Source: an optimization exercise on an open RTL-to-GDS flow (aim: small area). Production flows keep margins and buffers that such runs may drop.
The RTL was checked by simulation tests, not by an equivalence proof against the original design.
Power figures rest on the tool's default switching activity, not on a simulated workload.

==> try-ember <==
## top
module top
#(
    parameter ADDR_WIDTH    = 5,
    parameter DATA_WIDTH    = 32
)
(
    input  logic                  clk,
    input  logic                  rst_n,
    input  logic [1:0]            op_i,
    input  logic [ADDR_WIDTH-1:0] raddr_a_i,
    output logic [DATA_WIDTH-1:0] rdata_a_o,
    input  logic [ADDR_WIDTH-1:0] raddr_b_i,
    output logic [DATA_WIDTH-1:0] rdata_b_o,
    input  logic [ADDR_WIDTH-1:0] waddr_c_i,
    input  logic [DATA_WIDTH-1:0] wdata_c_i,
    input  logic                  we_c_i,
    output logic [DATA_WIDTH-1:0] data_c_o,
    output logic                  c_o
);
  localparam NUM_WORDS = 2**ADDR_WIDTH;
  logic [NUM_WORDS-1:0][DATA_WIDTH-1:0] mem, mem_d;
  logic [NUM_WORDS-1:0]                 valid;
  logic [NUM_WORDS-1:0]                 we_dec, we_dec_n;
  logic [NUM_WORDS-1:0]                 sel_a, sel_b;
  always_comb begin
    for (int i = 0; i < NUM_WORDS; i++) begin
      we_dec[i]   = we_c_i && (waddr_c_i == i);
      we_dec_n[i] = ~we_dec[i];
      sel_a[i]    = valid[i] && (raddr_a_i == i);
      sel_b[i]    = valid[i] && (raddr_b_i == i);
    end
  end
  always_ff @(posedge clk or negedge rst_n) begin
    if (!rst_n) valid <= '0;
    else        valid <= valid | we_dec;
  end
  always_ff @(posedge clk) begin
    mem <= mem_d;
  end
  genvar g, b;
  generate
    for (g = 0; g < NUM_WORDS; g++) begin : wr_gen
      for (b = 0; b < DATA_WIDTH; b++) begin : bit_gen
        rf_wcell u_w (.we(we_dec[g]), .we_n(we_dec_n[g]), .d(wdata_c_i[b]),
                      .q(mem[g][b]), .y(mem_d[g][b]));
      end
    end
    for (b = 0; b < DATA_WIDTH; b++) begin : rd_gen
      logic [NUM_WORDS-1:0] col;
      for (g = 0; g < NUM_WORDS; g++) begin : col_gen
        assign col[g] = mem[g][b];
      end
  ...
clock: 9.0 ns
lec_check: 0
cap_margin: 20
core_margin: 2
core_utilization: 40
gpl_timing_driven: 0
setup_slack_margin: 0.15
slew_margin: 20
synth_hierarchical: 1
standard.sh (not shown) runs the stock make flow with config.mk's settings and CLKGATE_MAP_FILE= SYNTH_SCRIPT=/design/flow/synth_recipe.tcl, a recipe that flattens the netlist after the stock synthesis.
==> flow/flow/run.sh <==
#!/bin/bash
# The standard layout (the standard.sh, with its synthesis unchanged), with:
#  - plain buf_1 cells as the input/output port buffers,
#  - a clock tree of clkbuf_8 cells in sink clusters of up to 18, without dummy loads,
#  - after global routing, flow/dz.tcl swaps gates repair or synthesis upsized for smaller sizes
#    where timing, slew and capacitance allow (its output is in the global route log).
# make's full output goes to flow_make.log in this folder.
set -euo pipefail
bash standard.sh \
  "BUFFER_PORTS_ARGS=-buffer_cell sky130_fd_sc_hd__buf_1" \
  "CTS_ARGS=-sink_clustering_enable -repair_clock_nets -buf_list sky130_fd_sc_hd__clkbuf_8 -sink_clustering_size 18 -sink_clustering_max_diameter 55 -dont_use_dummy_load" \
  "POST_GLOBAL_ROUTE_TCL=$PWD/flow/dz.tcl" \
  finish > flow_make.log 2>&1
==> flow/flow/dz.tcl <==
# Sourced at the end of ORFS's global route step (POST_GLOBAL_ROUTE_TCL), on the
# repaired design with global-route parasitics. Synthesis and repair leave many
# gates and buffers larger than their paths need. Try each such instance (not
# flip-flops, not the clock tree, not port buffers) at the smaller sizes of its
# cell, smallest first, and keep the first that leaves: the worst setup slack and
# the total negative slack no worse, no max-slew or max-capacitance violation, the
# worst slew slack at least 0.3 ns (or no worse than before), and setup slack at
# the instance's output of at least 0.3 ns.
proc dz_state {} {
  estimate_parasitics -global_routing
  return [list [sta::worst_slack_cmd max] [sta::total_negative_slack_cmd max] \
            [sta::max_slew_violation_count] [sta::max_capacitance_violation_count] \
            [sta::max_slew_check_slack]]
}

global_route -start_incremental
set base [dz_state]
puts "dz start: $base"
set ws0 [lindex $base 0]
set tns0 [lindex $base 1]
set slew_floor [expr {min(0.3, [lindex $base 4])}]
set changed 0
set tried 0
set area_saved 0.0
foreach inst [get_cells *] {
  set m [get_property $inst ref_name]
  if {![regexp {^(sky130_fd_sc_hd__([a-z0-9]+))_([0-9]+)$} $m -> fam short size]} { continue }
  if {[regexp {^(df|edf|sdf|dl|clk|conb|tap|fill|decap|diode)} $short]} { continue }
  set name [get_property $inst full_name]
  if {[regexp {^(input|output)[0-9]+$} $name]} { continue }
  set opins [get_pins -of_objects $inst -filter "direction == output"]
  if {[llength $opins] != 1} { continue }
  set cur_area [get_property [get_lib_cells $m] area]
  set cands {}
  foreach lc [get_lib_cells ${fam}_*] {
    set ln [get_property $lc name]
    if {![regexp "^${fam}_(\[0-9\]+)\$" $ln]} { continue }
    set a [get_property $lc area]
    if {$a < $cur_area - 1e-6} { lappend cands [list $a $ln] }
  }
  if {[llength $cands] == 0} { continue }
  incr tried
  foreach c [lsort -real -index 0 $cands] {
    set cand [lindex $c 1]
    if {[catch {replace_cell $inst $cand}]} { continue }
    set s [dz_state]
    set ps [get_property $opins slack_max]
    if {[lindex $s 0] >= $ws0 - 1e-13 && [lindex $s 1] >= $tns0 - 1e-13
        && [lindex $s 2] == 0 && [lindex $s 3] == 0 && [lindex $s 4] >= $slew_floor
        && $ps >= 0.3} {
      incr changed
      set area_saved [expr {$area_saved + $cur_area - [lindex $c 0]}]
      puts "dz: $name $m -> $cand"
      break
    }
    replace_cell $inst $m
  }
}
set s [dz_state]
puts "dz end: $s; changed $changed of $tried, area saved $area_saved"
detailed_placement
global_route -end_incremental
estimate_parasitics -global_routing
==> inputs of try-maple, as changes to try-ember <==
Settings changed: CAP_MARGIN 20 to 0, SLEW_MARGIN 20 to 0.
==> inputs of try-juniper, as changes to try-ember <==
==> flow/run.sh (new file) <==
#!/bin/bash
# synth_recipe.tcl (not shown) runs the flow's synth.tcl, then flattens the netlist and writes it again
# the make line also repeats each setting of config.mk as NAME=value (left out here)
make -C /OpenROAD-flow-scripts/flow DESIGN_CONFIG=/design/flow/config.mk WORK_HOME=/design/flow/orfs CLKGATE_MAP_FILE= SYNTH_SCRIPT=/design/flow/synth_recipe.tcl finish
Settings changed: CTS_BUF_LIST from default to sky130_fd_sc_hd__clkbuf_8, CTS_CLUSTER_DIAMETER from default to 50, CTS_CLUSTER_SIZE from default to 16.
removed: flow/flow/run.sh
removed: flow/flow/dz.tcl
removed: flow/standard.sh
==> notes <==
Against try-ember, the clock-buffer cell count of try-juniper is higher by 15.
Via count, lowest first: try-maple, try-ember, try-juniper.
Utilization, highest first: try-juniper, try-ember, try-maple.
The lowest worst setup slack belongs to try-juniper, the highest to try-maple.
Sequential power is about the same in try-ember and try-maple.
Design area: try-maple < try-ember < try-juniper.
Of try-maple and try-juniper, try-juniper has the higher register-to-register slack (gap 0.19 ns).
try-ember passed the timing, DRC and antenna checks. try-juniper completed with no timing, DRC or antenna violations. try-maple ran to the end with violations: max-capacitance violations, max-slew violations.
Between try-juniper and try-ember, the lower clock power is in try-ember (gap about 40%, measured against try-ember).

-- re-timing with driven ports --
How much do the figures lean on ideal ports? The routed layouts below were timed once more, with nothing changed but the port constraints. Step 1 assumes that a clkbuf_16 drives the clock port and a buf_2 every other input. Step 2, shift: input delay + t, output delay - t, t = (earliest + latest rising clock arrival at the registers) / 2. This alone moves slack from input paths to output paths. a / b / c = ideal / step 1 / step 2; a / b = the first two.
run	t, ns	slack for setup (ns)	worst slew at a driven data input, ns	pins driven straight from the clock port
try-ember	0.851	0.186 / 0.082 / 0.082	0.13	1
try-maple	0.833	0.254 / 0.147 / 0.147	0.15	1
try-juniper	0.886	0.126 / 0.101 / 0.101	0.15	1
For try-maple, which loses most, drivers alone change the setup slack by -0.107 ns; drivers and shift together by -0.107 ns.
